From an optimization exercise on the open Yosys and OpenROAD flow, aimed at small area and a short achievable clock period; shortcuts taken in it are not production practice. RTL that was checked went through simulation tests only; none was proved equivalent to the original. Function not checked in runs 6 and 7: the RTL went through the layout flow alone. No activity file was given, so power comes from the tool's default toggle rates.

### flow/run.sh
#!/bin/bash
# Layout flow: the standard ORFS flow (standard.sh), with two changes:
#  - the port buffers are plain buf_2 cells instead of the delay cells
#    buffer_ports picks by default;
#  - the clock tree uses larger sink clusters and no dummy loads.
# make's full output goes to flow.log in the work folder; ORFS keeps each
# step's own log under orfs/logs/.
set -euo pipefail
export BUFFER_PORTS_ARGS="-buffer_cell sky130_fd_sc_hd__buf_2"
export CTS_ARGS="-sink_clustering_enable -repair_clock_nets -dont_use_dummy_load -sink_clustering_size 30 -sink_clustering_max_diameter 80 -buf_list {sky130_fd_sc_hd__clkbuf_8 sky130_fd_sc_hd__clkbuf_16}"
bash standard.sh > flow.log 2>&1
### standard.sh
#!/bin/bash
# synth_recipe.tcl (not shown) runs the flow's synth.tcl, then flattens the netlist and writes it again
# the make line also repeats each setting of config.mk as NAME=value (left out here)
make -C /OpenROAD-flow-scripts/flow DESIGN_CONFIG=/design/flow/config.mk WORK_HOME=/design/flow/orfs CLKGATE_MAP_FILE= SYNTH_SCRIPT=/design/flow/synth_recipe.tcl "${@:-finish}"
### config.mk
export PLATFORM = sky130hd
export DESIGN_NAME = fifo
export DESIGN_NICKNAME = fifo
export VERILOG_FILES = /design/flow/design.v
export SDC_FILE = /design/flow/constraint.sdc
export NUM_CORES = 4
export LEC_CHECK = 0
export CAP_MARGIN = 20
export CORE_MARGIN = 2
export CORE_UTILIZATION = 65
export SETUP_SLACK_MARGIN = 1.5
export SLEW_MARGIN = 20
export SYNTH_HIERARCHICAL = 1
### constraint.sdc
create_clock -name core_clock -period 3.5 [get_ports {clock}]
set_input_delay 0.7000 -clock core_clock [delete_from_list [all_inputs] [get_ports {clock}]]
set_output_delay 0.7000 -clock core_clock [all_outputs]
set_load 0.01 [all_outputs]
### design.v
`timescale 1ns/1ns
module fifo(clock,reset,pin,sin,din,pout,dout, TM, SI, S0);
input clock,reset;
input pin, sin;
input [8:0] din;
output pout;
output [8:0] dout;
output S0;
input TM, SI;
reg [4:0]   memw, memr;    
reg         ne;            
reg         full;          
reg         one;           
reg [8:0]   dq;            
reg [287:0] mem;           
assign pout = ne;
assign S0   = memw[4];
assign dout = dq;
wire write = pin & ~full;
wire pop   = ~sin & ne;
wire [4:0] w1 = memw + 5'd1;
wire [4:0] r1 = memr + 5'd1;
wire [4:0] wt = {memw[3:0], memr[4]};       
wire two    = (memw == memr + 5'd2);          
wire thirty = ((memw + 5'd2) == memr);        
wire ton0   = (wt == {memr[3:0], 1'b1});
wire ton1   = (wt == {r1[3:0], 1'b0});
wire tne0   = (wt != {memr[3:0], 1'b0});
wire tne1   = (wt != {memr[3:0], 1'b1});
wire tfu0   = ((wt + 5'd1) == {memr[3:0], 1'b0});
wire tfu1   = ((wt + 5'd1) == {memr[3:0], 1'b1});
wire tby0   = (memw == {memr[3:0], 1'b0});
wire tby1   = (memw == {memr[3:0], 1'b1});
wire [31:0] wdec = 32'd1 << memw;
integer i;
always @(posedge clock)
  for (i = 0; i < 32; i = i + 1)
    if (write & wdec[i]) mem[9*i +: 9] <= din;
wire [4:0] rn = ~memr;
wire       tn = ~TM, sn = ~SI;
wire [7:0] hn, ht;                   
wire [3:0] ln, lt;                   
genvar e, b, k;
generate
  for (e = 0; e < 8; e = e + 1) begin : g_hi
    fifo_and3 un (.a(e & 4 ? memr[4] : rn[4]), .b(e & 2 ? memr[3] : rn[3]),
                  .c(e & 1 ? memr[2] : rn[2]), .x(hn[e]));
    fifo_and3 ut (.a(e & 4 ? memr[3] : rn[3]), .b(e & 2 ? memr[2] : rn[2]),
                  .c(e & 1 ? memr[1] : rn[1]), .x(ht[e]));
  end
  for (e = 0; e < 4; e = e + 1) begin : g_lo
    fifo_and3 un (.a(tn), .b(e & 2 ? memr[1] : rn[1]),
                  .c(e & 1 ? memr[0] : rn[0]), .x(ln[e]));
    fifo_and3 ut (.a(TM), .b(e & 2 ? memr[0] : rn[0]),
                  .c(e & 1 ? SI : sn), .x(lt[e]));
  end
endgenerate
wire [31:0] sel;
generate
  for (e = 0; e < 32; e = e + 1) begin : g_sel
    fifo_ao22 u (.a1(hn[((e + 31) % 32) / 4]), .a2(ln[(e + 31) % 4]),
                 .b1(ht[e / 4]),               .b2(lt[e % 4]),
                 .x(sel[e]));
  end
endgenerate
wire byp = write & (TM ? (SI ? tby1 : tby0) : (pop ? one : ~ne));
wire ld  = byp | TM | pop;        
wire nbyp = ~byp;
wire rdl = nbyp & (TM | pop);     
wire [8:0] dnext;
generate
  for (b = 0; b < 9; b = b + 1) begin : g_rd
    wire [3:0] g;
    wire [1:0] t;
    wire       h;
    for (e = 0; e < 4; e = e + 1) begin : g_grp
      wire [7:0] m;
      for (k = 0; k < 8; k = k + 1) begin : g_m
        assign m[k] = mem[9*(8*e+k)+b];
      end
      fifo_andor8 u (.s(sel[8*e +: 8]), .m(m), .y(g[e]));
    end
    fifo_nor2   u0 (.a(g[0]), .b(g[1]), .y(t[0]));
    fifo_nor2   u1 (.a(g[2]), .b(g[3]), .y(t[1]));
    fifo_o22ai  u2 (.a1(ld), .a2(dq[b]), .b1(nbyp), .b2(din[b]), .y(h));
    fifo_a31oi  u3 (.a1(rdl), .a2(t[0]), .a3(t[1]), .b1(h), .y(dnext[b]));
  end
endgenerate
always @(posedge clock)
  dq <= dnext;
always @(posedge clock or posedge reset) begin
  if (reset) begin
    memw <= 5'd0;
    memr <= 5'd0;
    ne   <= 1'b0;
    full <= 1'b0;
    one  <= 1'b0;
  end else if (TM) begin
    memw <= wt;
    memr <= {memr[3:0], SI};
    ne   <= SI ? tne1 : tne0;
    full <= SI ? tfu1 : tfu0;
    one  <= SI ? ton1 : ton0;
  end else begin
    memw <= write ? w1 : memw;
    memr <= pop ? r1 : memr;
    if (write & ~pop) begin
      ne   <= 1'b1;
      full <= thirty;
      one  <= ~ne;
    end else if (pop & ~write) begin
      ne   <= ~one;
      full <= 1'b0;
      one  <= two;
    end
  end
end
endmodule
module fifo_and3(input a, b, c, output x);
  assign x = a & b & c;
endmodule
module fifo_nor2(input a, b, output y);
  assign y = ~(a | b);
endmodule
module fifo_o22ai(input a1, a2, b1, b2, output y);
  assign y = ~((a1 | a2) & (b1 | b2));
endmodule
module fifo_a31oi(input a1, a2, a3, b1, output y);
  assign y = ~((a1 & a2 & a3) | b1);
endmodule
module fifo_ao22(input a1, a2, b1, b2, output x);
  assign x = (a1 & a2) | (b1 & b2);
endmodule
module fifo_andor8(input [7:0] s, input [7:0] m, output y);
  assign y = |(s & m);
endmodule
==> run_results.csv, run 1 <==
group,metric,value,unit
sta,fin_worst_skew,0.0584,ns
clock_network,cts_htree_levels,1,
synthesis,seq_area_frac_synth,75.0,%
sta,fin_crit,2.05,ns
synthesis,yosys_warnings,7,
synthesis,synth_edf_count,288,
global_route,gr-total-overflow,0,
power,p_leak,4.52,nW
global_route,track_usage,31.4,%
critical_path,end_kind,"flip-flop",
layout,seq_area,9160,um2
floorplan,die_w,141,um
critical_path,rr_endpoint,"dq[2]$_DFF_P_",
outcome,status,"complete, no violations",
place,place_area,12800,um2
synthesis,ys_types,43,
synthesis,async_flop_share,4.19,%
sta,fin_crit_sh,58.7,%
layout,layout.nets,868,
sta,max-slew-margin-rel,52.0,%
synthesis,synth-main-ff-cell,"edfxtp_1",
sta,worst_pin_slew,0.720,ns
critical_path,required,3.90,ns
place,dp_slack,0.765,ns
critical_path,cpPeakStageDelay,0.46,ns
clock_network,clkSinkCount,310,
synthesis,avgSynthCellArea,15.8,um2
floorplan,ios,26,
layout,antenna_cells,0,
critical_path,r2r_cells,7,
place,buffer_ports.inserted,25,
floorplan,initial_core_util,65.7,%
clock_network,cts_tree,"built",
clock_network,clk_pin_slew,0.11,ns
sta,rsz0062_at_grt,"yes",
floorplan,chipHeight,141,um
sta,setup_viol,0,
critical_path,startpoint_type,"flip-flop",
sta,max_freq,487,MHz
routing,via_per_inst,7.28,
power,finalPower,8.16,mW
layout,fillerInstances,1051,
global_route,antenna_found_initial,0,
clock_network,clk_latency,0.50,ns
run,maxCapViolations,0,
layout,syn2layout_area_growth,17.3,%
sta,slew_viol_final,0,
sta,layout_setup_ws,1.45,ns
sta,tns,0,ns
clock_network,cts_buffers,14,
layout,fin_area,14300,um2
critical_path,cp_max_fo,14,
clock_network,postCtsHoldBufs,0,
floorplan,die_area,19900,um2
layout,multiInputGateArea,3940,um2
critical_path,crit_type,"reg -> reg",
sta,final.hold.worst_slack,0.240,ns
routing,drt_wl_total,32.5,mm
sta,hold_viol,0,
routing,route.detailed.wl_per_inst,30.2,um
global_route,grt_first_pass_wirelength,45.9,mm
routing,ant_nets,0,
clock_network,cts_root_buf,"clkbuf_16",
place,hpwlAfterDp,19.8,mm
power,power.density,570,nW/um2
global_route,first_global_vias,7405,
routing,firstDrtPassIters,5,
critical_path,slowest_stage,"dfrtp_2",
routing,dr_total_vias,7826,
min_path,hp-class,"in -> async",
power,irDropWorstVdd,0.526,mV
critical_path,worst-path-buf-inv,1,
floorplan,core,18600,um2
synthesis,ys_seq_elements,310,
global_route,grt_max_degree,34,
synthesis,postSynthCellCount,773,
critical_path,cp-startpoint,"memr[2]$_DFFE_PP0N_",
layout,drive_above_1_share,29.3,%
critical_path,worstPathArrival,2.45,ns
routing,drt_iter0_markers,929,
critical_path,reg2reg_from,"memr[2]$_DFFE_PP0N_",
routing,drc,0,
synthesis,syn_area,12200,um2
floorplan,num_rows,50,
place,place.gp.congestion,0.879,
clock_network,cts_buffer_depth,3,
critical_path,timing.critical_path.cells,"buf_12 > and3_2 > a22o_2 > a22oi_1 > nand4_1 > nor2_1 > a31oi_1",
critical_path,crit_family,"simple AND/OR/NAND/NOR gates",
critical_path,r2r_setup_slack,1.45,ns
## logic make-up (layout without fill, tap and decap cells)
family          after synthesis  after routing  share of synthesized area, %
simple gates                173            175                          7.10
buf+inv                      27             82                          1.01
flops                       310            310                          75.0
xor+xnor                     27             27                          2.21
fa+ha+maj                    10             10                          1.02
compound gates              226            237                          13.7
## per-stage QoR
step,cells,utilization (%)
after global placement,1024,68.6
after global routing,1075,77.1
after CTS,1055,73.6
final,1075,77.1
after floorplan,773,-
after detailed placement,1024,68.6
## cell usage after synthesis, types with 2 or more instances
cell,count,area share (%)
a211oi_1,2,0.12
a21oi_1,10,0.41
a22o_1,32,2.3
a22oi_1,144,8.9
a31oi_1,11,0.56
and3_1,25,1.3
buf_2,9,0.37
clkbuf_1,4,0.12
dfrtp_1,13,2.7
dfxtp_1,9,1.5
edfxtp_1,288,71
ha_1,10,1.0
inv_1,11,0.34
nand2_1,24,0.74
nand2b_1,6,0.31
nand3_1,12,0.49
nand4_1,37,1.9
nor2_1,57,1.8
nor2b_1,2,0.10
nor3_1,3,0.12
nor4_1,2,0.10
o211ai_1,2,0.12
o21ai_0,8,0.33
o22ai_1,9,0.46
o311ai_1,2,0.14
xnor2_1,16,1.1
xnor2_2,2,0.27
xor2_1,8,0.57
## worst register-to-register path, cell delays in order (launching register included)
cell and delay (ns):
dfrtp_2 0.46, buf_12 0.17, and3_2 0.27, a22o_2 0.32
a22oi_1 0.22, nand4_1 0.26, nor2_1 0.16, a31oi_1 0.09
## power breakdown
group	total (mW)	switching [mW]	internal, mW
clock	1.73	1.01	0.725
sequential	4.48	0.187	4.29
combinational	1.96	1.26	0.698
total	8.16	2.45	5.71
## cell type report
class | instances | share of cell area [%]
repair buffers | 57 | 3.65
clock buffers | 14 | 2.45
multi-input cells | 449 | 27.5
well taps | 234 | 2.04
flip-flops and latches | 310 | 64.0
inverters | 11 | 0.332
## worst max path at each step
stage | end | slack [ns] | cells past startpoint
after global placement | dq[6]$_DFF_P_ | 0.77 | 8
after detailed placement | dq[6]$_DFF_P_ | 0.77 | 8
final | dq[2]$_DFF_P_ | 1.45 | 7
after global routing | mem[5]$_DFFE_PP_ | 1.35 | 4
after floorplan | mem[171]$_DFFE_PP_ | 1.38 | 4
after CTS | mem[5]$_DFFE_PP_ | 1.32 | 4
## registers in the layout (all words and copies together) (netlist names)
signal and cells:
mem 288, dq 9, memr 5, memw 5
full 1, ne 1, one 1
## per-layer routing
layer  GRT usage [%]  vias to the layer above  share of wire, %
li1                -                     3350                 -
met1            41.3                     3943                37
met2            53.4                      443                51
met3            5.23                       90               8.7
met4            11.9                        0               4.1
met5               0                        -                 0
## cell usage in the layout (no fill, tap or decap), types with 3 or more instances in the layout
cell	n
a21oi_1	10
a22o_2	12
a22o_4	31
a22oi_1	92
a22oi_2	52
a31oi_1	11
and3_1	5
and3_2	3
and3_4	19
buf_12	12
buf_2	25
buf_4	18
clkbuf_16	14
dfrtp_1	6
dfrtp_2	7
dfxtp_1	9
edfxtp_1	288
ha_1	10
inv_1	8
nand2_1	23
nand2b_1	6
nand3_1	10
nand4_1	37
nor2_1	20
nor2_2	11
nor2_4	26
o21ai_0	8
o22ai_1	9
xnor2_1	16
xor2_1	8
## what timing repair did
item / CTS / global route
buffers inserted: 10 / 14
gates cloned: 7 / 6
pin swaps: 33 / 63
resized for setup: 106 / 86
setup endpoints to repair: 235 / 229
## modules after synthesis (local to each module, per instance)
module       flip-flops and latches  cells  times used
fifo                            310    501           1
fifo_a31oi                        0      1           9
fifo_and3                         0      1          24
fifo_andor8                       0      5          36
fifo_ao22                         0      1          32
fifo_nor2                         0      1          18
fifo_o22ai                        0      1           9
==> run 2, diff against run 1 <==
--- a/config.mk
+++ b/config.mk
@@ -10,3 +10,3 @@
 export CORE_UTILIZATION = 65
-export SETUP_SLACK_MARGIN = 1.5
+export SETUP_SLACK_MARGIN = 1.55
 export SLEW_MARGIN = 20
==> run 2 against run 1 <==
Still clean on timing, DRC and antenna. First-iteration DRC count increased by 47%. Utilization increased by 2.7 points. Final cell count increased by 2.2%. Critical endpoint is now dq[6]$_DFF_P_.
==> run_results.csv, run 2 <==
group,metric,value,unit
outcome,status,"complete, no violations",
synthesis,syn_area,12200,um2
sta,fin_crit,2.16,ns
power,p_clk_share,20.8,%
global_route,antenna_found_initial,0,
routing,via_per_inst,7.58,
power,p_leak,4.68,nW
layout,final_cell_mix,"edfxtp_1, a22oi_1, a22oi_2",
critical_path,crit_type,"reg -> reg",
layout,antenna_cells,0,
sta,setup_viol,0,
place,buffer_ports.inserted,25,
synthesis,synth.most_common_cell,"edfxtp_1",
min_path,hp-class,"in -> async",
floorplan,initial_core_util,65.7,%
place,place_area,12900,um2
sta,max-slew-margin-rel,46.6,%
layout,final_common_cell,"edfxtp_1",
routing,dr_total_vias,8329,
sta,worst_pin_slew,0.801,ns
critical_path,end_kind,"flip-flop",
routing,drt_iter0_markers,1368,
critical_path,required,3.91,ns
synthesis,synth_top_area_cell,"edfxtp_1",
sta,slew_viol_final,0,
place,place.gp.congestion,0.934,
critical_path,startpoint_type,"flip-flop",
place,place_inst,1019,
global_route,gr-total-overflow,0,
floorplan,ios,26,
floorplan,chipHeight,141,um
routing,firstDrtPassIters,5,
clock_network,cts_htree_levels,1,
power,power.net_switching,2.63,mW
clock_network,cts_buffers,14,
critical_path,rr_endpoint,"dq[6]$_DFF_P_",
synthesis,synth_edf_count,288,
critical_path,r2r_setup_slack,1.34,ns
synthesis,ys_top_cells_by_count,"edfxtp_1, a22oi_1, nor2_1, nand4_1, a22o_1",
sta,max_freq,464,MHz
routing,drc,0,
clock_network,postCtsHoldBufs,0,
floorplan,die_area,19900,um2
clock_network,clk_pin_slew,0.11,ns
floorplan,die_w,141,um
layout,syn2layout_area_growth,21.3,%
synthesis,yosys-top-cells-area,"edfxtp_1, a22oi_1, dfrtp_1",
sta,fin_crit_sh,61.6,%
global_route,grt_max_degree,34,
synthesis,synth_top_area_share,70.8,%
global_route,track_usage,33.9,%
critical_path,r2r_cells,8,
global_route,first_global_vias,7652,
clock_network,clkSinkCount,310,
power,p_seq_share,53.3,%
layout,regMostFlops,"mem",
floorplan,core,18600,um2
sta,layout_setup_ws,1.34,ns
routing,ant_nets,0,
run,maxCapViolations,0,
synthesis,seq_area_frac_synth,75.0,%
layout,largest_registers,"mem: 288 flops, dq: 9 flops",
clock_network,cts_tree,"built",
power,p_int,5.80,mW
synthesis,avgSynthCellArea,15.8,um2
layout,fin_area,14800,um2
power,irDropWorstVdd,0.604,mV
power,combPwrFrac,25.9,%
global_route,grt_first_pass_wirelength,49.3,mm
sta,tns,0,ns
layout,final_cells,1099,
layout,largest_reg_flops,288,
critical_path,reg2reg_from,"memr[0]$_DFFE_PP0N_",
clock_network,cts_buffer_depth,3,
synthesis,async_flop_share,4.19,%
place,hpwlAfterDp,20.8,mm
critical_path,cp-startpoint,"memr[0]$_DFFE_PP0N_",
synthesis,yosys_warnings,7,
synthesis,ys_seq_elements,310,
sta,fin_worst_skew,0.0409,ns
synthesis,ys_types,43,
floorplan,num_rows,50,
synthesis,postSynthCellCount,773,
critical_path,cp_max_fo,9,
synthesis,synth-main-ff-cell,"edfxtp_1",
sta,rsz0062_at_grt,"yes",
sta,hold_viol,0,
critical_path,crit_path_end,"dq[6]$_DFF_P_",
clock_network,clk_latency,0.50,ns
routing,route.detailed.wl_per_inst,31.7,um
place,dp_slack,0.653,ns
critical_path,worstPathArrival,2.56,ns
power,power.density,569,nW/um2
power,power.switching_fraction,31.2,%
clock_network,cts_root_buf,"clkbuf_16",
layout,drive_above_1_share,34.9,%
layout,layout.nets,892,
routing,drt_wl_total,34.9,mm
run 2: cell types whose count changed in the layout (fill, tap and decap cells not counted), moves of 3 or more:
| cell | delta |
|---|---|
| nor2_2 | -3 |
| a22oi_1 | -12 |
| nor2_4 | +10 |
| buf_12 | +11 |
| buf_4 | +5 |
| nor2_1 | -6 |
| nand2_2 | +5 |
| nand2_1 | -5 |
| and3_2 | +6 |
| a22oi_2 | +12 |
| buf_6 | +3 |
run 2: worst min path at each step:
stage / from / endpoint / slack [ns] / depth (start not counted)
after floorplan: one$_DFFE_PP0P_ / one$_DFFE_PP0P_ / 0.50 / 2
after global placement: one$_DFFE_PP0P_ / one$_DFFE_PP0P_ / 0.53 / 2
after detailed placement: dq[4]$_DFF_P_ / dq[4]$_DFF_P_ / 0.56 / 2
after CTS: reset / memw[1]$_DFFE_PP0P_ / 0.23 / 2
after global routing: reset / memw[1]$_DFFE_PP0P_ / 0.28 / 2
final: reset / memw[1]$_DFFE_PP0P_ / 0.23 / 2
run 2: layout make-up:
| type | instances | area, um2 |
|---|---|---|
| flip-flops and latches | 310 | 9170 |
| repair buffers | 78 | 845 |
| well taps | 234 | 293 |
| multi-input cells | 452 | 4120 |
| fillers | 971 | 3760 |
| clock buffers | 14 | 350 |
| inverters | 11 | 45.0 |
run 2: per-stage QoR:
step / power, mW / utilization [%] / hold WS [ns]
2_1_floorplan: 5.53 / - / 0.504
3_3_place_gp: 6.08 / 69.2 / 0.530
3_5_place_dp: 6.12 / 69.2 / 0.562
4_1_cts: 8.17 / 76.6 / 0.231
5_1_grt: 8.65 / 79.7 / 0.276
6_report: 8.43 / 79.7 / 0.231
run 2: modules after synthesis, one instance, submodules excluded:
module       area, um2  cells  times used  flip-flops and latches
fifo_nor2         3.75      1          18                       0
fifo_a31oi        6.26      1           9                       0
fifo             10300    501           1                     310
fifo_o22ai        6.26      1           9                       0
fifo_and3         6.26      1          24                       0
fifo_andor8       36.3      5          36                       0
fifo_ao22         8.76      1          32                       0
run 2: kinds of logic (layout without fill, tap and decap cells):
family / count (synthesis) / count (layout) / synth area share (%)
adder cells (fa/ha/maj): 10 / 10 / 1.02
AO/OA/AOI/OAI: 226 / 236 / 13.7
buffers and inverters: 27 / 103 / 1.01
AND/OR/NAND/NOR: 173 / 179 / 7.10
XOR/XNOR: 27 / 27 / 2.21
flip-flops: 310 / 310 / 75.0
run 2: per-layer routing:
layer | GRT usage, % | part of all wire, % | up-vias | routed length, um
met1 | 48.0 | 37 | 4224 | 13000
met5 | 0 | 0 | - | 0
met3 | 4.79 | 9.5 | 114 | 3320
li1 | - | - | 3395 | -
met4 | 12.9 | 4.9 | 0 | 1690
met2 | 54.6 | 48 | 596 | 16900
run 2: worst max-delay path, stage by stage (launching register included):
cell	delay, ns
dfrtp_2	0.43
inv_1	0.25
and3_4	0.28
buf_2	0.21
a22o_2	0.30
a22oi_1	0.12
nand4_1	0.18
nor2_1	0.08
a31oi_1	0.24
run 2: what timing repair did:
action | 4_1_cts | 5_1_grt
gates cloned | 12 | 4
buffers inserted | 27 | 23
pin swaps | 54 | 49
endpoints found under the setup margin | 215 | 239
resized for setup | 170 | 33
run 2: power groups by stage:
stage | sequential (mW) | combinational (mW) | clock [mW]
global placement | 4.59 | 1.49 | 0
floorplan | 4.49 | 1.04 | 0
CTS | 4.48 | 1.93 | 1.76
global route | 4.50 | 2.26 | 1.88
finish | 4.49 | 2.18 | 1.75
detailed placement | 4.60 | 1.53 | 0
==> run 3, diff against run 2 <==
--- a/flow/run.sh
+++ b/flow/run.sh
@@ -9,3 +9,3 @@
 export BUFFER_PORTS_ARGS="-buffer_cell sky130_fd_sc_hd__buf_2"
-export CTS_ARGS="-sink_clustering_enable -repair_clock_nets -dont_use_dummy_load -sink_clustering_size 30 -sink_clustering_max_diameter 80 -buf_list {sky130_fd_sc_hd__clkbuf_8 sky130_fd_sc_hd__clkbuf_16}"
+export CTS_ARGS="-sink_clustering_enable -repair_clock_nets -dont_use_dummy_load -sink_clustering_size 20 -sink_clustering_max_diameter 60 -buf_list {sky130_fd_sc_hd__clkbuf_8 sky130_fd_sc_hd__clkbuf_16}"
 bash standard.sh > flow.log 2>&1
--- a/config.mk
+++ b/config.mk
@@ -9,4 +9,4 @@
 export CORE_MARGIN = 2
-export CORE_UTILIZATION = 65
-export SETUP_SLACK_MARGIN = 1.55
+export CORE_UTILIZATION = 55
+export SETUP_SLACK_MARGIN = 1.5
 export SLEW_MARGIN = 20
==> run 3 against run 2 <==
Highest routed layer unchanged. Flip-flop and latch count did not move. Clock power rose by about 30%. Critical path depth did not move. Final cell count rose by 3.3%. Setup slack improved by 0.057 ns. Sequential power barely moved. Synthesized cell count did not move. Global-route usage fell by 4.7 points. Clock skew fell by 0.0053 ns. Register-to-register slack improved by 0.09 ns. Utilization fell by 13 points.
==> run_results.csv, run 3 <==
group,metric,value,unit
synthesis,synth_top_area_share,70.8,%
clock_network,cts_buffer_depth,3,
routing,drt_iter0_markers,904,
layout,final_common_cell,"edfxtp_1",
clock_network,cts_htree_levels,1,
routing,dr_total_vias,7896,
sta,tns,0,ns
synthesis,synth-main-ff-cell,"edfxtp_1",
run,maxCapViolations,0,
floorplan,die_area,23400,um2
sta,worst_pin_slew,0.832,ns
synthesis,avgSynthCellArea,15.8,um2
floorplan,die_w,153,um
synthesis,synth_top_area_cell,"edfxtp_1",
clock_network,cts_buffers,23,
synthesis,syn_area,12200,um2
layout,largest_registers,"mem: 288 flops, dq: 9 flops",
layout,layout.nets,881,
clock_network,cts_tree,"built",
power,irDropWorstVdd,0.514,mV
sta,rsz0062_at_grt,"yes",
global_route,grt_max_degree,34,
global_route,track_usage,29.2,%
clock_network,postCtsHoldBufs,0,
synthesis,yosys_warnings,7,
sta,max-slew-margin-rel,44.5,%
clock_network,cts_root_buf,"clkbuf_16",
outcome,status,"complete, no violations",
layout,regMostFlops,"mem",
critical_path,end_kind,"flip-flop",
routing,via_per_inst,6.96,
sta,hold_viol,0,
power,p_leak,4.67,nW
sta,max_freq,477,MHz
layout,drive_above_1_share,31.9,%
routing,drt_wl_total,34.4,mm
global_route,first_global_vias,7675,
critical_path,required,3.89,ns
synthesis,ys_types,43,
global_route,grt_use_met3,3.74,%
global_route,gr-total-overflow,0,
place,place.gp.congestion,0.848,
synthesis,ys_seq_elements,310,
routing,firstDrtPassIters,5,
power,finalPower,8.70,mW
critical_path,cp_max_fo,11,
synthesis,yosys-top-cells-area,"edfxtp_1, a22oi_1, dfrtp_1",
place,hpwlAfterDp,20.9,mm
critical_path,worstPathArrival,2.49,ns
floorplan,core,21800,um2
synthesis,synth.most_common_cell,"edfxtp_1",
layout,final_cell_mix,"edfxtp_1, a22oi_1, a22oi_2",
sta,setup_viol,0,
sta,slew_viol_final,0,
layout,largest_reg_flops,288,
clock_network,clkSinkCount,310,
synthesis,postSynthCellCount,773,
global_route,grt_first_pass_wirelength,50.4,mm
clock_network,clk_pin_slew,0.08,ns
routing,route.detailed.wl_per_inst,30.3,um
routing,ant_nets,0,
layout,syn2layout_area_growth,19.8,%
critical_path,startpoint_type,"input port",
synthesis,async_flop_share,4.19,%
floorplan,ios,26,
layout,multiInputGateArea,3970,um2
min_path,hp-class,"in -> async",
floorplan,initial_core_util,56.0,%
sta,fin_worst_skew,0.0356,ns
power,power.density,595,nW/um2
clock_network,clk_latency,0.52,ns
layout,fillerInstances,1465,
global_route,antenna_found_initial,0,
synthesis,ys_top_cells_by_count,"edfxtp_1, a22oi_1, nor2_1, nand4_1, a22o_1",
global_route,met2_usage,47.7,%
place,buffer_ports.inserted,25,
global_route,use_met1,41.9,%
synthesis,seq_area_frac_synth,75.0,%
critical_path,crit_type,"in -> reg",
floorplan,chipHeight,153,um
floorplan,num_rows,54,
layout,seq_area,9160,um2
synthesis,synth_edf_count,288,
sta,fin_crit,2.10,ns
sta,fin_crit_sh,59.9,%
global_route,grt_busiest_layer,"met2",
routing,drc,0,
==> run 3: power by group <==
group	switching [mW]	internal, mW
Combinational	1.23	0.697
Clock	1.12	1.16
Sequential	0.202	4.29
Total	2.55	6.15
==> run 3: final cells by class <==
class,count,share of cell area (%)
Sequential cell,310,62.6
Multi-Input combinational cell,447,27.1
Clock buffer,23,3.94
Timing Repair Buffer,62,3.53
Tap cell,280,2.40
Inverter,11,0.325
Timing Repair inverter,1,0.0342
Antenna cell,1,0.0171
==> run 3: Yosys stat by module, one instance, submodules excluded <==
module,cell area (um2),copies in the design
fifo_and3,6.26,24
fifo,10300,1
fifo_o22ai,6.26,9
fifo_andor8,36.3,36
fifo_ao22,8.76,32
fifo_nor2,3.75,18
fifo_a31oi,6.26,9
==> run 3: kinds of logic after synthesis <==
group	Yosys count	synth area share (%)
and+or+nand+nor	173	7.10
buffers and inverters	27	1.01
AOI/OAI and AO/OA	226	13.7
DFF	310	75.0
adders and majority gates	10	1.02
xor gates and xnor gates	27	2.21
==> run 3: through the flow <==
step	cell area, um2	setup WS (ns)	hold WS (ns)	std cells	utilization [%]
global route	14600	1.34	0.281	1134	67.0
global placement	12800	0.573	0.529	1075	58.9
detailed placement	12800	0.593	0.549	1075	58.9
CTS	14300	1.33	0.236	1126	65.7
floorplan	12400	1.38	0.504	773	-
finish	14600	1.40	0.238	1135	67.0
==> run 3: timing repair <==
item	4_1_cts	5_1_grt
buffers inserted	16	8
gates cloned	12	0
gates resized for setup	169	36
setup endpoints to repair	204	235
pin swaps	59	25
==> run 3: worst paths after layout <==
kind                                      from                   to  slack [ns]  cells past startpoint
setup / recovery                            SI        dq[4]$_DFF_P_        1.40                      8
hold / removal                           reset  memr[4]$_DFFE_PP0N_        0.24                      2
setup reg to reg           memr[3]$_DFFE_PP0N_        dq[4]$_DFF_P_        1.43                      8
hold reg to reg                  dq[3]$_DFF_P_        dq[3]$_DFF_P_        0.56                      2
max in group asynchronous                reset  memw[2]$_DFFE_PP0P_        2.79                      2
min in group core_clock          dq[3]$_DFF_P_        dq[3]$_DFF_P_        0.56                      2
==> run 3: per-layer routing <==
layer	vias to the layer above	part of all wire, %
li1	3382	-
met1	4035	40
met2	400	49
met3	79	8.0
met4	0	3.2
met5	-	0
==> run 3: critical path, stage by stage <==
cell	delay, ns
buf_2	0.22
inv_1	0.17
and3_4	0.31
a22o_4	0.29
a22oi_2	0.21
nand4_1	0.25
nor2_4	0.21
a31oi_1	0.12
==> run 4, diff against run 3 <==
--- a/flow/run.sh
+++ b/flow/run.sh
@@ -9,3 +9,3 @@
 export BUFFER_PORTS_ARGS="-buffer_cell sky130_fd_sc_hd__buf_2"
-export CTS_ARGS="-sink_clustering_enable -repair_clock_nets -dont_use_dummy_load -sink_clustering_size 20 -sink_clustering_max_diameter 60 -buf_list {sky130_fd_sc_hd__clkbuf_8 sky130_fd_sc_hd__clkbuf_16}"
+export CTS_ARGS="-sink_clustering_enable -repair_clock_nets -dont_use_dummy_load -sink_clustering_size 25 -sink_clustering_max_diameter 70 -buf_list {sky130_fd_sc_hd__clkbuf_8 sky130_fd_sc_hd__clkbuf_16}"
 bash standard.sh > flow.log 2>&1
--- a/config.mk
+++ b/config.mk
@@ -9,3 +9,3 @@
 export CORE_MARGIN = 2
-export CORE_UTILIZATION = 55
+export CORE_UTILIZATION = 65
 export SETUP_SLACK_MARGIN = 1.5
==> run 4 against run 3 <==
Final cell count shrank 5.3%. Critical path depth shrank 4. Register-to-register slack lost 0.05 ns. Synthesized cell count is the same. Sequential power is essentially flat. Global-route usage grew 3.0 points. Routed wire length shrank 7.4%. Sequential share of layout area grew 1.9 points. Clock power shrank 19%. Non-clock buffer count shrank 5. Setup slack lost 0.020 ns. Area after synthesis is the same. Largest cell class unchanged. Highest routed layer unchanged.
==> run_results.csv, run 4 <==
group,metric,value,unit
outcome,status,"complete, no violations",
sta,max_freq,472,MHz
global_route,antenna_found_initial,0,
synthesis,ys_seq_elements,310,
power,power.switching_fraction,29.6,%
clock_network,clk_latency,0.50,ns
routing,route.detailed.wl_per_inst,29.6,um
critical_path,r2r_setup_slack,1.38,ns
synthesis,synth_top_area_cell,"edfxtp_1",
sta,tns,0,ns
synthesis,synth.most_common_cell,"edfxtp_1",
power,p_clk_share,22.4,%
synthesis,yosys_warnings,7,
synthesis,postSynthCellCount,773,
routing,ant_nets,0,
power,power.density,578,nW/um2
layout,largest_reg_flops,288,
critical_path,reg2reg_from,"memw[1]$_DFFE_PP0P_",
sta,layout_setup_ws,1.38,ns
clock_network,clk_pin_slew,0.10,ns
layout,regMostFlops,"mem",
floorplan,num_rows,50,
power,power.net_switching,2.43,mW
clock_network,cts_buffer_depth,3,
critical_path,end_kind,"flip-flop",
critical_path,cp_max_fo,7,
global_route,track_usage,32.1,%
clock_network,cts_htree_levels,1,
synthesis,seq_area_frac_synth,75.0,%
sta,max-slew-margin-rel,52.2,%
floorplan,core,18600,um2
layout,fin_util,76.5,%
synthesis,synthAdderAreaFrac,1.02,%
synthesis,synth-simple-area-share,7.10,%
global_route,grt_max_degree,34,
layout,layout.nets,868,
sta,worst_pin_slew,0.717,ns
synthesis,synthXorXnorAreaFrac,2.21,%
synthesis,synth_edf_count,288,
routing,drt_iter0_markers,813,
clock_network,cts_root_buf,"clkbuf_16",
layout,final_cells,1075,
power,p_leak,4.49,nW
sta,fin_crit_sh,60.5,%
place,place_inst,1024,
synthesis,synth-main-ff-cell,"edfxtp_1",
synthesis,ys_top_cells_by_count,"edfxtp_1, a22oi_1, nor2_1, nand4_1, a22o_1",
power,p_seq_share,54.5,%
layout,largest_registers,"mem: 288 flops, dq: 9 flops",
layout,final_common_cell,"edfxtp_1",
sta,slew_viol_final,0,
floorplan,chipHeight,141,um
layout,fillerInstances,1059,
sta,setup_viol,0,
routing,drc,0,
synthesis,async_flop_share,4.19,%
place,place_area,12800,um2
sta,hold_viol,0,
place,place.gp.congestion,0.879,
global_route,first_global_vias,7551,
synthesis,synth-compound-area-share,13.7,%
clock_network,cts_buffers,16,
synthesis,syn_area,12200,um2
clock_network,postCtsHoldBufs,0,
critical_path,rr_endpoint,"mem[188]$_DFFE_PP_",
run,maxCapViolations,0,
routing,dr_total_vias,7857,
place,hpwlAfterDp,19.8,mm
critical_path,worstPathArrival,2.28,ns
synthesis,yosys-top-cells-area,"edfxtp_1, a22oi_1, dfrtp_1",
power,p_int,5.79,mW
power,finalPower,8.22,mW
global_route,gr-total-overflow,0,
layout,drive_above_1_share,27.5,%
power,combPwrFrac,23.1,%
sta,fin_crit,2.12,ns
min_path,hp-class,"in -> async",
layout,fin_area,14200,um2
critical_path,startpoint_type,"flip-flop",
synthesis,synth_top_family_by_area,"compound AO/OA/AOI/OAI gates",
synthesis,muxShareOfSynthArea,0,%
layout,final_cell_mix,"edfxtp_1, a22oi_1, a22oi_2",
global_route,grt_first_pass_wirelength,46.8,mm
sta,final.hold.worst_slack,0.236,ns
routing,drt_wl_total,31.8,mm
critical_path,crit_type,"reg -> reg",
floorplan,initial_core_util,65.7,%
floorplan,die_w,141,um
critical_path,r2r_cells,4,
clock_network,clkSinkCount,310,
floorplan,die_area,19900,um2
sta,rsz0062_at_grt,"yes",
routing,via_per_inst,7.31,
synthesis,avgSynthCellArea,15.8,um2
layout,syn2layout_area_growth,16.3,%
layout,antenna_cells,0,
routing,firstDrtPassIters,6,
power,irDropWorstVdd,0.437,mV
place,dp_slack,0.765,ns
floorplan,ios,26,
critical_path,required,3.67,ns
clock_network,cts_tree,"built",
place,buffer_ports.inserted,25,
synthesis,ys_types,43,
synthesis,synth_top_area_share,70.8,%
sta,fin_worst_skew,0.0303,ns
run 4: Yosys stat by module (local to each module, per instance):
| module | copies in the design | flops+latches | cell area, um2 |
|---|---|---|---|
| fifo | 1 | 310 | 10300 |
| fifo_andor8 | 36 | 0 | 36.3 |
| fifo_ao22 | 32 | 0 | 8.76 |
| fifo_a31oi | 9 | 0 | 6.26 |
| fifo_and3 | 24 | 0 | 6.26 |
| fifo_o22ai | 9 | 0 | 6.26 |
| fifo_nor2 | 18 | 0 | 3.75 |
run 4: worst max-delay path by stage:
stage / from / to / slack, ns
2_1_floorplan: pin / mem[171]$_DFFE_PP_ / 1.38
3_3_place_gp: TM / dq[6]$_DFF_P_ / 0.77
3_5_place_dp: TM / dq[6]$_DFF_P_ / 0.77
4_1_cts: memw[1]$_DFFE_PP0P_ / mem[232]$_DFFE_PP_ / 1.33
5_1_grt: memw[1]$_DFFE_PP0P_ / mem[222]$_DFFE_PP_ / 1.28
6_report: memw[1]$_DFFE_PP0P_ / mem[188]$_DFFE_PP_ / 1.38
run 4: power by group through the flow:
stage	Combinational [mW]	Sequential, mW	Clock [mW]
floorplan	0.992	4.49	0
global route	2.00	4.49	1.99
global placement	1.44	4.55	0
finish	1.90	4.47	1.84
CTS	1.77	4.46	1.86
detailed placement	1.47	4.56	0
run 4: layout make-up:
cell class                      instances  area [um2]  share of cell area [%]
Inverter                               11        43.8                   0.308
Tap cell                              234         293                    2.06
Sequential cell                       310        9160                    64.5
Timing Repair Buffer                   57         528                    3.72
Clock buffer                           16         400                    2.82
Multi-Input combinational cell        447        3780                    26.6
run 4: per-layer routing:
metal,up-vias,global-route usage [%],share of wire (%)
met4,0,12.7,4.7
met1,3960,42.1,37
met2,452,53.8,50
met3,98,6.39,8.6
met5,-,0,0
li1,3347,-,-
run 4: repair_timing:
action                                  CTS  global route
pin swaps                                48            16
setup buffers                            16             8
endpoints found under the setup margin  244           245
endpoints found under the hold margin     0             0
gates resized for setup                 136            35
cloned                                   10             1
run 4: cells by family (layout without fill, tap and decap cells):
family / Yosys count / in the layout
adder cells (fa/ha/maj): 10 / 10
flip-flops: 310 / 310
buffers and inverters: 27 / 84
AND/OR/NAND/NOR: 173 / 177
AO/OA/AOI/OAI: 226 / 233
XOR/XNOR: 27 / 27
run 4: critical path, cell delays in order, from the launching register on:
cell and delay [ns]:
dfrtp_1 0.48, inv_1 0.24, ha_1 0.26, nand3_1 0.42
nor2_2 0.40
==> run 5, diff against run 4 <==
==> flow/run.sh (replaced) <==
#!/bin/bash
# Layout flow: the standard ORFS flow (standard.sh), with two changes:
#  - the port buffers are plain buf_2 cells instead of the delay cells
#    buffer_ports picks by default;
#  - the clock tree uses larger sink clusters and no dummy loads;
#  - the floorplan step removes synthesis buffers instead of sizing gates
#    before placement.
# make's full output goes to flow.log in the work folder; ORFS keeps each
# step's own log under orfs/logs/.
set -euo pipefail
export REMOVE_ABC_BUFFERS=1
export BUFFER_PORTS_ARGS="-buffer_cell sky130_fd_sc_hd__buf_2"
export CTS_ARGS="-sink_clustering_enable -repair_clock_nets -dont_use_dummy_load -sink_clustering_size 30 -sink_clustering_max_diameter 80 -buf_list {sky130_fd_sc_hd__clkbuf_8 sky130_fd_sc_hd__clkbuf_16}"
bash standard.sh > flow.log 2>&1
==> run 5 against run 4 <==
Still clean. Maximum frequency shrank 2.3%. Combinational power is essentially flat. Cell area shrank 1.3%. Total power shrank 1.6%. Non-clock buffer count grew 6. Global-route usage grew 0.13 points. Register-to-register slack lost 0.05 ns. Setup slack lost 0.050 ns. Clock skew grew 0.0051 ns. Utilization shrank 0.99 points. Clock power shrank 5%. Critical endpoint is now dq[6]$_DFF_P_.
==> run_results.csv, run 5 <==
group,metric,value,unit
outcome,status,"complete, no violations",
synthesis,postSynthCellCount,773,
critical_path,r2r_cells,7,
global_route,gr-total-overflow,0,
critical_path,slowest_stage,"dfrtp_2",
synthesis,synth.most_common_cell,"edfxtp_1",
synthesis,synth_top_area_share,70.8,%
critical_path,worst-path-buf-inv,1,
layout,fillerInstances,1066,
clock_network,cts_root_buf,"clkbuf_16",
sta,fin_crit_sh,61.9,%
critical_path,crit_family,"simple AND/OR/NAND/NOR gates",
synthesis,ys_types,43,
layout,regMostFlops,"mem",
sta,setup_viol,0,
floorplan,chipHeight,141,um
sta,hold_viol,0,
floorplan,die_area,19900,um2
global_route,grt_first_pass_wirelength,46.9,mm
sta,max_freq,461,MHz
synthesis,ys_top_cells_by_count,"edfxtp_1, a22oi_1, nor2_1, nand4_1, a22o_1",
routing,drt_iter0_markers,1115,
floorplan,ios,26,
power,irDropWorstVdd,0.568,mV
global_route,grt_max_degree,34,
place,hpwlAfterDp,19.8,mm
power,combPwrFrac,23.1,%
sta,tns,0,ns
power,power.density,577,nW/um2
layout,multiInputGateArea,3720,um2
routing,firstDrtPassIters,5,
power,p_seq_share,55.3,%
layout,layout.nets,869,
power,p_clk_share,21.6,%
synthesis,async_flop_share,4.19,%
critical_path,cpPeakStageDelay,0.42,ns
sta,max-slew-margin-rel,46.5,%
synthesis,synth-compound-area-share,13.7,%
clock_network,clk_latency,0.51,ns
clock_network,cts_buffer_depth,3,
routing,via_per_inst,7.25,
floorplan,initial_core_util,65.7,%
clock_network,postCtsHoldBufs,0,
synthesis,seq_area_frac_synth,75.0,%
layout,syn2layout_area_growth,14.8,%
min_path,hp-class,"in -> async",
clock_network,cts_htree_levels,1,
place,buffer_ports.inserted,25,
clock_network,clkSinkCount,310,
floorplan,die_w,141,um
critical_path,timing.critical_path.cells,"clkinvlp_4 > and3_4 > a22o_4 > a22oi_1 > nand4_1 > nor2_4 > a31oi_1",
power,p_int,5.68,mW
critical_path,rr_endpoint,"dq[6]$_DFF_P_",
layout,seq_area,9160,um2
critical_path,startpoint_type,"flip-flop",
synthesis,synthXorXnorAreaFrac,2.21,%
sta,fin_crit,2.17,ns
layout,largest_reg_flops,288,
global_route,antenna_found_initial,0,
synthesis,syn_area,12200,um2
clock_network,cts_tree,"built",
critical_path,crit_type,"reg -> reg",
floorplan,num_rows,50,
critical_path,cp_max_fo,8,
sta,fin_worst_skew,0.0353,ns
floorplan,core,18600,um2
layout,drive_above_1_share,26.7,%
synthesis,avgSynthCellArea,15.8,um2
power,power.net_switching,2.41,mW
layout,final_cell_mix,"edfxtp_1, a22oi_1, nand4_1",
synthesis,synth-main-ff-cell,"edfxtp_1",
sta,rsz0062_at_grt,"yes",
synthesis,ys_seq_elements,310,
synthesis,synth_top_family_by_area,"compound AO/OA/AOI/OAI gates",
critical_path,r2r_setup_slack,1.33,ns
critical_path,cp-startpoint,"memr[1]$_DFFE_PP0N_",
sta,slew_viol_final,0,
layout,largest_registers,"mem: 288 flops, dq: 9 flops",
synthesis,synth_top_area_cell,"edfxtp_1",
power,finalPower,8.09,mW
global_route,first_global_vias,7374,
power,p_leak,4.45,nW
clock_network,clk_pin_slew,0.10,ns
critical_path,reg2reg_from,"memr[1]$_DFFE_PP0N_",
synthesis,synth_edf_count,288,
routing,dr_total_vias,7799,
synthesis,yosys-top-cells-area,"edfxtp_1, a22oi_1, dfrtp_1",
global_route,track_usage,32.3,%
clock_network,cts_buffers,14,
synthesis,synth-simple-area-share,7.10,%
power,power.switching_fraction,29.8,%
layout,final_common_cell,"edfxtp_1",
critical_path,worstPathArrival,2.53,ns
routing,drc,0,
sta,worst_pin_slew,0.800,ns
routing,route.detailed.wl_per_inst,29.7,um
synthesis,muxShareOfSynthArea,0,%
synthesis,yosys_warnings,7,
layout,antenna_cells,0,
routing,drt_wl_total,32.0,mm
run,maxCapViolations,0,
place,place.gp.congestion,0.956,
routing,ant_nets,0,
synthesis,synthAdderAreaFrac,1.02,%
critical_path,required,3.86,ns
critical_path,end_kind,"flip-flop",
run 5: worst reg2reg max path, delay by kind of cell (launching register included):
kind | cells | cell delay (ns)
AND/OR/NAND/NOR | 3 | 0.82
AO/OA/AOI/OAI | 3 | 0.63
flip-flops | 1 | 0.42
buffers and inverters | 1 | 0.18
run 5: cells by family after synthesis:
group                      count (synthesis)
xor gates and xnor gates                  27
DFF                                      310
and+or+nand+nor                          173
adders and majority gates                 10
buffers and inverters                     27
AOI/OAI and AO/OA                        226
run 5: repair_timing:
action | CTS | global route
endpoints found under the hold margin | 0 | 0
setup endpoints to repair | 226 | 226
buffers inserted | 20 | 6
pin swaps | 32 | 16
cloned | 7 | 1
gates resized for setup | 166 | 45
run 5: metal layers:
metal / vias up / wire length [um] / GRT usage [%]
met3: 74 / 3420 / 6.18
met5: - / 0 / 0
li1: 3345 / - / -
met2: 469 / 14500 / 47.4
met4: 0 / 1050 / 10.3
met1: 3911 / 13000 / 49.9
run 5: Yosys stat by module, one instance, submodules excluded:
module / copies in the design / cells / flip-flops and latches / area [um2]
fifo_andor8: 36 / 5 / 0 / 36.3
fifo_ao22: 32 / 1 / 0 / 8.76
fifo_and3: 24 / 1 / 0 / 6.26
fifo_a31oi: 9 / 1 / 0 / 6.26
fifo_nor2: 18 / 1 / 0 / 3.75
fifo_o22ai: 9 / 1 / 0 / 6.26
fifo: 1 / 501 / 310 / 10300
run 5: area by class of cell:
class / count / area share, %
flip-flops and latches: 310 / 65.3
multi-input cells: 444 / 26.6
repair buffers: 63 / 3.19
clock buffers: 14 / 2.50
well taps: 234 / 2.09
inverters: 11 / 0.321
run 5: worst max path at each step:
stage / endpoint / cells past startpoint
finish: dq[6]$_DFF_P_ / 7
detailed placement: dq[6]$_DFF_P_ / 8
global placement: dq[6]$_DFF_P_ / 8
global route: dq[2]$_DFF_P_ / 7
CTS: mem[130]$_DFFE_PP_ / 2
floorplan: mem[180]$_DFFE_PP_ / 3
run 5: per-stage QoR:
stage,hold slack (ns),setup slack [ns],instances,utilization (%),cell area [um2]
floorplan,0.503,1.16,757,-,12100
global placement,0.536,0.616,1028,68.0,12600
detailed placement,0.548,0.580,1028,68.0,12600
CTS,0.248,1.30,1069,74.1,13800
global route,0.276,1.33,1076,75.5,14000
finish,0.232,1.33,1076,75.5,14000
run 5: power groups by stage:
stage	Sequential (mW)	Combinational, mW	Clock [mW]
floorplan	4.54	0.853	0
global placement	4.56	1.38	0
detailed placement	4.57	1.41	0
CTS	4.46	1.73	1.75
global route	4.49	1.97	1.89
finish	4.47	1.87	1.75
==> run 6, diff against run 5 <==
--- a/design.v
+++ b/design.v
@@ -23,12 +23,6 @@
 wire [4:0] wt = {memw[3:0], memr[4]};       
-wire two    = (memw == memr + 5'd2);          
-wire thirty = ((memw + 5'd2) == memr);        
-wire ton0   = (wt == {memr[3:0], 1'b1});
-wire ton1   = (wt == {r1[3:0], 1'b0});
-wire tne0   = (wt != {memr[3:0], 1'b0});
-wire tne1   = (wt != {memr[3:0], 1'b1});
-wire tfu0   = ((wt + 5'd1) == {memr[3:0], 1'b0});
-wire tfu1   = ((wt + 5'd1) == {memr[3:0], 1'b1});
 wire tby0   = (memw == {memr[3:0], 1'b0});
 wire tby1   = (memw == {memr[3:0], 1'b1});
+wire [4:0] w_nx = TM ? wt : (write ? w1 : memw);
+wire [4:0] r_nx = TM ? {memr[3:0], SI} : (pop ? r1 : memr);
 wire [31:0] wdec = 32'd1 << memw;
@@ -97,20 +91,8 @@
     one  <= 1'b0;
-  end else if (TM) begin
-    memw <= wt;
-    memr <= {memr[3:0], SI};
-    ne   <= SI ? tne1 : tne0;
-    full <= SI ? tfu1 : tfu0;
-    one  <= SI ? ton1 : ton0;
   end else begin
-    memw <= write ? w1 : memw;
-    memr <= pop ? r1 : memr;
-    if (write & ~pop) begin
-      ne   <= 1'b1;
-      full <= thirty;
-      one  <= ~ne;
-    end else if (pop & ~write) begin
-      ne   <= ~one;
-      full <= 1'b0;
-      one  <= two;
-    end
+    memw <= w_nx;
+    memr <= r_nx;
+    ne   <= (w_nx != r_nx);
+    full <= (w_nx + 5'd1 == r_nx);
+    one  <= (w_nx == r_nx + 5'd1);
   end
--- a/flow/run.sh
+++ b/flow/run.sh
@@ -4,5 +4,3 @@
 #    buffer_ports picks by default;
-#  - the clock tree uses larger sink clusters and no dummy loads;
-#  - the floorplan step removes synthesis buffers instead of sizing gates
-#    before placement.
+#  - the clock tree uses larger sink clusters and no dummy loads.
 # make's full output goes to flow.log in the work folder; ORFS keeps each
@@ -10,3 +8,2 @@
 set -euo pipefail
-export REMOVE_ABC_BUFFERS=1
 export BUFFER_PORTS_ARGS="-buffer_cell sky130_fd_sc_hd__buf_2"
==> run 6 against run 5 <==
Clock power about the same. Clock skew up 0.0045 ns. Sequential power grew 1%. Global-route usage up 1.1 points. Critical path depth increased by 2. Count of clock-buffer cells in the layout stayed put. Largest power group unchanged. Hold slack improved by 0.029 ns. Flip-flop and latch count stayed put. Area after synthesis shrank 0.44%. Sequential share of layout area is 2.4 points lower. Still clean on timing, DRC and antenna.
==> run_results.csv, run 6 <==
group,metric,value,unit
layout,fillerInstances,1002,
layout,layout.nets,899,
layout,multiInputGateArea,3930,um2
critical_path,cpPeakStageDelay,0.36,ns
layout,regMostFlops,"mem",
run,maxCapViolations,0,
clock_network,cts_root_buf,"clkbuf_16",
layout,final_cell_mix,"edfxtp_1, a22oi_1, buf_4",
sta,hold_viol,0,
critical_path,cp_max_fo,8,
clock_network,clkSinkCount,310,
power,power.switching_fraction,31.7,%
power,power.density,612,nW/um2
floorplan,chipHeight,141,um
layout,largest_reg_flops,288,
place,hpwlAfterDp,19.7,mm
outcome,status,"complete, no violations",
clock_network,postCtsHoldBufs,0,
clock_network,cts_buffers,14,
synthesis,ys_types,48,
power,power.net_switching,2.82,mW
sta,fin_crit_sh,63.0,%
sta,rsz0062_at_grt,"yes",
clock_network,clk_latency,0.50,ns
floorplan,ios,26,
clock_network,clk_pin_slew,0.11,ns
synthesis,yosys_warnings,7,
layout,fin_util,78.6,%
sta,max_freq,453,MHz
critical_path,r2r_setup_slack,1.29,ns
routing,drc,0,
routing,drt_iter0_markers,1255,
critical_path,worstPathArrival,2.58,ns
synthesis,seq_area_frac_synth,75.3,%
routing,firstDrtPassIters,5,
routing,ant_nets,0,
layout,final_common_cell,"edfxtp_1",
clock_network,cts_htree_levels,1,
sta,fin_worst_skew,0.0398,ns
global_route,track_usage,33.4,%
critical_path,crit_type,"reg -> reg",
global_route,grt_max_degree,34,
sta,slew_viol_final,0,
place,place_inst,1025,
critical_path,reg2reg_from,"memr[2]$_DFF_PP0_",
power,p_int,6.09,mW
critical_path,end_kind,"flip-flop",
clock_network,cts_buffer_depth,3,
synthesis,syn_area,12200,um2
floorplan,die_area,19800,um2
floorplan,num_rows,50,
global_route,grt_first_pass_wirelength,48.4,mm
sta,worst_pin_slew,0.839,ns
critical_path,timing.critical_path.cells,"buf_8 > clkinvlp_4 > buf_4 > and3_4 > a22o_4 > a22oi_2 > nand4_1 > nor2_2 > a31oi_1",
synthesis,synth_top_area_cell,"edfxtp_1",
critical_path,startpoint_type,"flip-flop",
sta,max-slew-margin-rel,44.0,%
synthesis,avgSynthCellArea,16.1,um2
power,combPwrFrac,29.8,%
synthesis,synth-main-ff-cell,"edfxtp_1",
layout,syn2layout_area_growth,19.8,%
min_path,hp-class,"in -> async",
critical_path,rr_endpoint,"dq[3]$_DFF_P_",
critical_path,worst-path-buf-inv,3,
place,place_area,12700,um2
routing,dr_total_vias,8149,
sta,tns,0,ns
layout,antenna_cells,0,
sta,setup_viol,0,
floorplan,core,18500,um2
synthesis,yosys-top-cells-area,"edfxtp_1, a22oi_1, dfrtp_1",
synthesis,ys_top_cells_by_count,"edfxtp_1, a22oi_1, nor2_1, nand4_1, a22o_1",
routing,drt_wl_total,33.5,mm
synthesis,synth.most_common_cell,"edfxtp_1",
power,p_seq_share,50.8,%
synthesis,synth_edf_count,288,
clock_network,cts_tree,"built",
sta,fin_crit,2.21,ns
layout,largest_registers,"mem: 288 flops, dq: 9 flops",
global_route,first_global_vias,7719,
power,p_clk_share,19.4,%
floorplan,die_w,141,um
place,place.gp.congestion,0.879,
sta,final.hold.worst_slack,0.261,ns
critical_path,crit_family,"simple AND/OR/NAND/NOR gates",
synthesis,async_flop_share,4.19,%
global_route,antenna_found_initial,0,
routing,via_per_inst,7.36,
global_route,gr-total-overflow,0,
power,irDropWorstVdd,0.468,mV
synthesis,postSynthCellCount,753,
synthesis,ys_seq_elements,310,
critical_path,r2r_cells,9,
power,p_leak,4.74,nW
critical_path,required,3.87,ns
layout,final_cells,1107,
synthesis,synth_top_area_share,71.1,%
floorplan,initial_core_util,65.6,%
layout,drive_above_1_share,34.5,%
place,buffer_ports.inserted,25,
routing,route.detailed.wl_per_inst,30.2,um
layout,fin_area,14600,um2
layout,seq_area,9160,um2
critical_path,slowest_stage,"dfrtp_1",
## run 6: repair_timing
item / in CTS / in global routing
resized for setup: 209 / 27
buffers inserted: 37 / 18
setup endpoints to repair: 152 / 206
pin swaps: 67 / 46
gates cloned: 11 / 2
## run 6: stage by stage
step	power [mW]	worst slack [ns]
finish	8.92	1.29
global route	9.18	1.29
CTS	8.65	1.33
detailed placement	6.39	0.595
global placement	6.33	0.676
floorplan	5.71	1.39
## run 6: worst max path at each step
stage / endpoint / cells past startpoint / slack [ns] / start
floorplan: one$_DFF_PP0_ / 6 / 1.39 / sin
global placement: dq[6]$_DFF_P_ / 8 / 0.68 / TM
detailed placement: dq[6]$_DFF_P_ / 8 / 0.60 / TM
CTS: full$_DFF_PP0_ / 7 / 1.33 / memr[1]$_DFF_PP0_
global route: full$_DFF_PP0_ / 7 / 1.29 / full$_DFF_PP0_
finish: dq[3]$_DFF_P_ / 9 / 1.29 / memr[2]$_DFF_PP0_
## run 6: per-module statistics from Yosys (local to each module, per instance)
module       times used  area (um2)
fifo                  1       10200
fifo_andor8          36        36.3
fifo_ao22            32        8.76
fifo_a31oi            9        6.26
fifo_and3            24        6.26
fifo_o22ai            9        6.26
fifo_nor2            18        3.75
## run 6: logic make-up (layout without fill, tap and decap cells)
family / count (synthesis) / count (layout) / synth area share (%)
muxes: 4 / 4 / 0.350
buffers and inverters: 24 / 131 / 0.906
AOI/OAI and AO/OA: 221 / 234 / 13.8
DFF: 310 / 310 / 75.3
adders and majority gates: 9 / 9 / 0.926
xor gates and xnor gates: 23 / 23 / 1.66
and+or+nand+nor: 162 / 162 / 7.07
## run 6: per-layer routing
layer	routed length [um]	global-route usage, %	share of wire (%)
met1	13200	51.4	39
met2	15300	51.0	46
met3	3950	4.48	12
met4	1040	10.2	3.1
met5	0	0	0
## run 6: final cells by class
class | instances | area share (%)
Sequential cell | 310 | 62.9
Multi-Input combinational cell | 432 | 27.0
Timing Repair Buffer | 102 | 5.21
Clock buffer | 14 | 2.41
Tap cell | 234 | 2.01
Inverter | 15 | 0.438
## run 6: power by group through the flow
| stage | Combinational (mW) | Clock [mW] | Sequential (mW) |
|---|---|---|---|
| floorplan | 1.17 | 0 | 4.54 |
| global placement | 1.73 | 0 | 4.61 |
| detailed placement | 1.77 | 0 | 4.62 |
| CTS | 2.39 | 1.74 | 4.52 |
| global route | 2.79 | 1.85 | 4.54 |
| finish | 2.66 | 1.73 | 4.53 |
==> run 7, diff against run 6 <==
--- a/design.v
+++ b/design.v
@@ -23,6 +23,10 @@
 wire [4:0] wt = {memw[3:0], memr[4]};       
-wire tby0   = (memw == {memr[3:0], 1'b0});
-wire tby1   = (memw == {memr[3:0], 1'b1});
-wire [4:0] w_nx = TM ? wt : (write ? w1 : memw);
-wire [4:0] r_nx = TM ? {memr[3:0], SI} : (pop ? r1 : memr);
+wire two    = (memw == memr + 5'd2);          
+wire thirty = ((memw + 5'd2) == memr);        
+wire e0     = (memw[3:0] == memr[3:0]);
+wire e1     = (memw[3:0] == memr[3:0] + 4'd1);
+wire e15    = (memw[3:0] + 4'd1 == memr[3:0]);
+wire tbh    = (memw[4:1] == memr[3:0]);
+wire tby0   = tbh & ~memw[0];                 
+wire tby1   = tbh &  memw[0];                 
 wire [31:0] wdec = 32'd1 << memw;
@@ -91,8 +95,20 @@
     one  <= 1'b0;
+  end else if (TM) begin
+    memw <= wt;
+    memr <= {memr[3:0], SI};
+    ne   <= ~(e0 & (memr[4] == SI));
+    full <= SI ? (~memr[4] & e0) : (memr[4] & e15);
+    one  <= SI ? (~memr[4] & e1) : (memr[4] & e0);
   end else begin
-    memw <= w_nx;
-    memr <= r_nx;
-    ne   <= (w_nx != r_nx);
-    full <= (w_nx + 5'd1 == r_nx);
-    one  <= (w_nx == r_nx + 5'd1);
+    memw <= write ? w1 : memw;
+    memr <= pop ? r1 : memr;
+    if (write & ~pop) begin
+      ne   <= 1'b1;
+      full <= thirty;
+      one  <= ~ne;
+    end else if (pop & ~write) begin
+      ne   <= ~one;
+      full <= 1'b0;
+      one  <= two;
+    end
   end
==> run 7 against run 6 <==
Clock power is essentially flat. Largest cell class unchanged. Still clean on timing, DRC and antenna. Flip-flop and latch count is the same. Largest power group unchanged. Count of clock-buffer cells in the layout is the same. Synthesized cell count grew 1.5%.
==> run_results.csv, run 7 <==
group,metric,value,unit
layout,fillerInstances,1091,
place,place.gp.congestion,0.927,
sta,tns,0,ns
synthesis,synth-simple-area-share,6.96,%
routing,drc,0,
outcome,status,"complete, no violations",
sta,max-slew-margin-rel,44.8,%
critical_path,r2r_setup_slack,1.37,ns
global_route,gr-total-overflow,0,
sta,worst_pin_slew,0.828,ns
global_route,grt_max_degree,34,
layout,fin_area,14100,um2
layout,largest_registers,"mem: 288 flops, dq: 9 flops",
power,p_seq_share,53.5,%
synthesis,synth-compound-area-share,13.4,%
synthesis,synth_edf_count,288,
critical_path,cp_max_fo,11,
synthesis,syn_area,12200,um2
floorplan,initial_core_util,65.7,%
floorplan,ios,26,
place,dp_slack,0.681,ns
floorplan,die_w,141,um
global_route,first_global_vias,7203,
routing,via_per_inst,7.36,
power,power.switching_fraction,31.7,%
sta,slew_viol_final,0,
sta,fin_crit,2.13,ns
floorplan,die_area,19800,um2
floorplan,core,18500,um2
routing,route.detailed.wl_per_inst,29.7,um
critical_path,worstPathArrival,2.49,ns
clock_network,cts_buffer_depth,3,
layout,antenna_cells,0,
synthesis,yosys-top-cells-area,"edfxtp_1, a22oi_1, dfrtp_1",
layout,multiInputGateArea,3720,um2
critical_path,required,3.86,ns
synthesis,synth_top_family_by_area,"compound AO/OA/AOI/OAI gates",
routing,firstDrtPassIters,6,
global_route,grt_first_pass_wirelength,45.5,mm
critical_path,end_kind,"flip-flop",
synthesis,synth_top_area_cell,"edfxtp_1",
sta,setup_viol,0,
routing,dr_total_vias,7828,
power,power.density,611,nW/um2
synthesis,yosys_warnings,7,
layout,largest_reg_flops,288,
power,p_clk_share,20.3,%
routing,drt_wl_total,31.6,mm
sta,rsz0062_at_grt,"yes",
synthesis,ys_top_cells_by_count,"edfxtp_1, a22oi_1, nor2_1, nand4_1, a22o_1",
run,maxCapViolations,0,
clock_network,clkSinkCount,310,
layout,regMostFlops,"mem",
clock_network,clk_latency,0.51,ns
clock_network,cts_htree_levels,1,
min_path,hp-class,"in -> async",
routing,ant_nets,0,
power,power.net_switching,2.74,mW
synthesis,synth-main-ff-cell,"edfxtp_1",
sta,fin_crit_sh,61.0,%
synthesis,async_flop_share,4.19,%
synthesis,synthXorXnorAreaFrac,2.36,%
synthesis,synth.most_common_cell,"edfxtp_1",
power,combPwrFrac,26.2,%
power,irDropWorstVdd,0.493,mV
critical_path,r2r_cells,8,
place,buffer_ports.inserted,25,
sta,max_freq,469,MHz
sta,layout_setup_ws,1.37,ns
synthesis,muxShareOfSynthArea,0.165,%
layout,final_cell_mix,"edfxtp_1, a22oi_1, nand4_1",
synthesis,synthAdderAreaFrac,0.926,%
place,hpwlAfterDp,19.1,mm
critical_path,reg2reg_from,"memr[3]$_DFFE_PP0N_",
floorplan,chipHeight,141,um
synthesis,synth_top_area_share,71.1,%
power,p_int,5.90,mW
global_route,antenna_found_initial,0,
layout,drive_above_1_share,26.7,%
layout,syn2layout_area_growth,16.3,%
clock_network,postCtsHoldBufs,0,
clock_network,clk_pin_slew,0.11,ns
synthesis,avgSynthCellArea,15.9,um2
clock_network,cts_buffers,14,
floorplan,num_rows,50,
clock_network,cts_tree,"built",
synthesis,ys_seq_elements,310,
critical_path,crit_type,"reg -> reg",
layout,final_common_cell,"edfxtp_1",
sta,fin_worst_skew,0.0466,ns
sta,hold_viol,0,
place,place_inst,1015,
synthesis,seq_area_frac_synth,75.2,%
layout,seq_area,9160,um2
synthesis,postSynthCellCount,764,
layout,final_cells,1063,
synthesis,ys_types,38,
critical_path,rr_endpoint,"dq[4]$_DFF_P_",
critical_path,startpoint_type,"flip-flop",
clock_network,cts_root_buf,"clkbuf_16",
place,place_area,12600,um2
routing,drt_iter0_markers,1146,
layout,layout.nets,855,
global_route,track_usage,31.1,%
layout,fin_util,76.4,%
power,p_leak,4.50,nW
==> run 7: worst max path at each step <==
stage                         from            endpoint  slack, ns  cells after the start
2_1_floorplan                  pin   mem[27]$_DFFE_PP_       1.46                      4
3_3_place_gp                    TM       dq[4]$_DFF_P_       0.71                      8
3_5_place_dp                    TM       dq[5]$_DFF_P_       0.68                      8
4_1_cts        memw[3]$_DFFE_PP0P_  mem[254]$_DFFE_PP_       1.33                      2
5_1_grt        memr[3]$_DFFE_PP0N_       dq[0]$_DFF_P_       1.32                      8
6_report       memr[3]$_DFFE_PP0N_       dq[4]$_DFF_P_       1.37                      8
==> run 7: power groups by stage <==
| stage | Sequential [mW] | Combinational (mW) | Clock (mW) |
|---|---|---|---|
| after CTS | 4.60 | 2.00 | 1.75 |
| after global routing | 4.64 | 2.38 | 1.86 |
| final | 4.62 | 2.27 | 1.75 |
| after global placement | 4.69 | 1.68 | 0 |
| after detailed placement | 4.69 | 1.71 | 0 |
| after floorplan | 4.57 | 1.19 | 0 |
==> run 7: critical path, stage by stage (launching register included) <==
cell and delay, ns:
dfrtp_1 0.39, buf_12 0.14, clkinvlp_4 0.13, and3_4 0.23, a22o_4 0.32, a22oi_2 0.19
nand4_1 0.24, nor2_2 0.26, a31oi_1 0.11
==> run 7: modules after synthesis, one instance, submodules excluded <==
module	flops+latches	cells inside	cell area [um2]	copies in the design
fifo_o22ai	0	1	6.26	9
fifo_nor2	0	1	3.75	18
fifo_ao22	0	1	8.76	32
fifo_andor8	0	5	36.3	36
fifo_a31oi	0	1	6.26	9
fifo	310	492	10200	1
fifo_and3	0	1	6.26	24
==> run 7: through the flow <==
stage / hold WS (ns) / total power [mW]
2_1_floorplan: 0.558 / 5.76
5_1_grt: 0.288 / 8.89
3_3_place_gp: 0.589 / 6.37
3_5_place_dp: 0.590 / 6.41
6_report: 0.262 / 8.64
4_1_cts: 0.257 / 8.36
==> run 7: what timing repair did <==
item,in CTS,in global routing
buffers inserted,11,16
endpoints found under the setup margin,217,289
endpoints found under the hold margin,0,0
gates resized for setup,145,49
pin swaps,31,41
cloned,5,2
==> run 7: metal layers <==
| metal | global-route usage, % | wire length (um) | vias up |
|---|---|---|---|
| li1 | - | - | 3278 |
| met1 | 49.3 | 12600 | 3890 |
| met2 | 45.5 | 14100 | 579 |
| met3 | 5.30 | 3910 | 81 |
| met4 | 9.00 | 1010 | 0 |
| met5 | 0 | 0 | - |
==> run 7: area by class of cell <==
class / count / share of cell area, %
flip-flops and latches: 310 / 64.8
multi-input cells: 433 / 26.3
inverters: 11 / 0.318
repair inverters: 1 / 0.0354
well taps: 234 / 2.07
repair buffers: 60 / 4.01
clock buffers: 14 / 2.48
==> run 7: kinds of logic (layout without fill, tap and decap cells) <==
group                    count (synthesis)  count (layout)
flip-flops                             310             310
AO/OA/AOI/OAI                          220             225
multiplexers                             2               2
AND/OR/NAND/NOR                        167             168
XOR/XNOR                                29              29
adder cells (fa/ha/maj)                  9               9
buffers and inverters                   27              86

## afterwards: timing with drivers on the ports
No port has a modelled driver above. Below, the same layouts with a new extraction and two added sets of constraints.
Step 1 sets driving cells, clkbuf_16 on the clock port and buf_2 on the other inputs (assumed; they add their load-dependent delay and slew).
Step 2 adds t to the input delays and takes it off the output delays; t is the mean of the earliest and latest rising clock arrival at the registers after step 1. Input paths then give back, and output paths get back, about the clock's delay inside the block.
Three values: ideal ports, drivers, drivers and shift; two values: the first two.
run | t, ns | setup WS [ns] | worst setup path after step 2 | slew at the worst register clock pin (ns) | worst slew at a driven data input, ns
run 1 | 0.522 | 1.446 / 1.446 / 0.958 | input to register | 0.11 / 0.11 | 0.03
run 2 | 0.530 | 1.345 / 1.345 / 0.896 | input to register | 0.11 / 0.11 | 0.03
run 3 | 0.552 | 1.402 / 1.428 / 0.878 | input to register | 0.08 / 0.08 | 0.03
run 4 | 0.530 | 1.382 / 1.382 / 0.942 | input to register | 0.10 / 0.10 | 0.03
run 5 | 0.542 | 1.332 / 1.332 / 0.878 | input to register | 0.11 / 0.11 | 0.03
run 6 | 0.524 | 1.294 / 1.294 / 0.851 | input to register | 0.11 / 0.11 | 0.03
run 7 | 0.528 | 1.367 / 1.367 / 0.907 | input to register | 0.11 / 0.11 | 0.03
After both steps setup and hold are still met in every run listed. The setup slack of run 3, which loses most, moves by +0.026 ns with the drivers and by -0.524 ns with both steps.
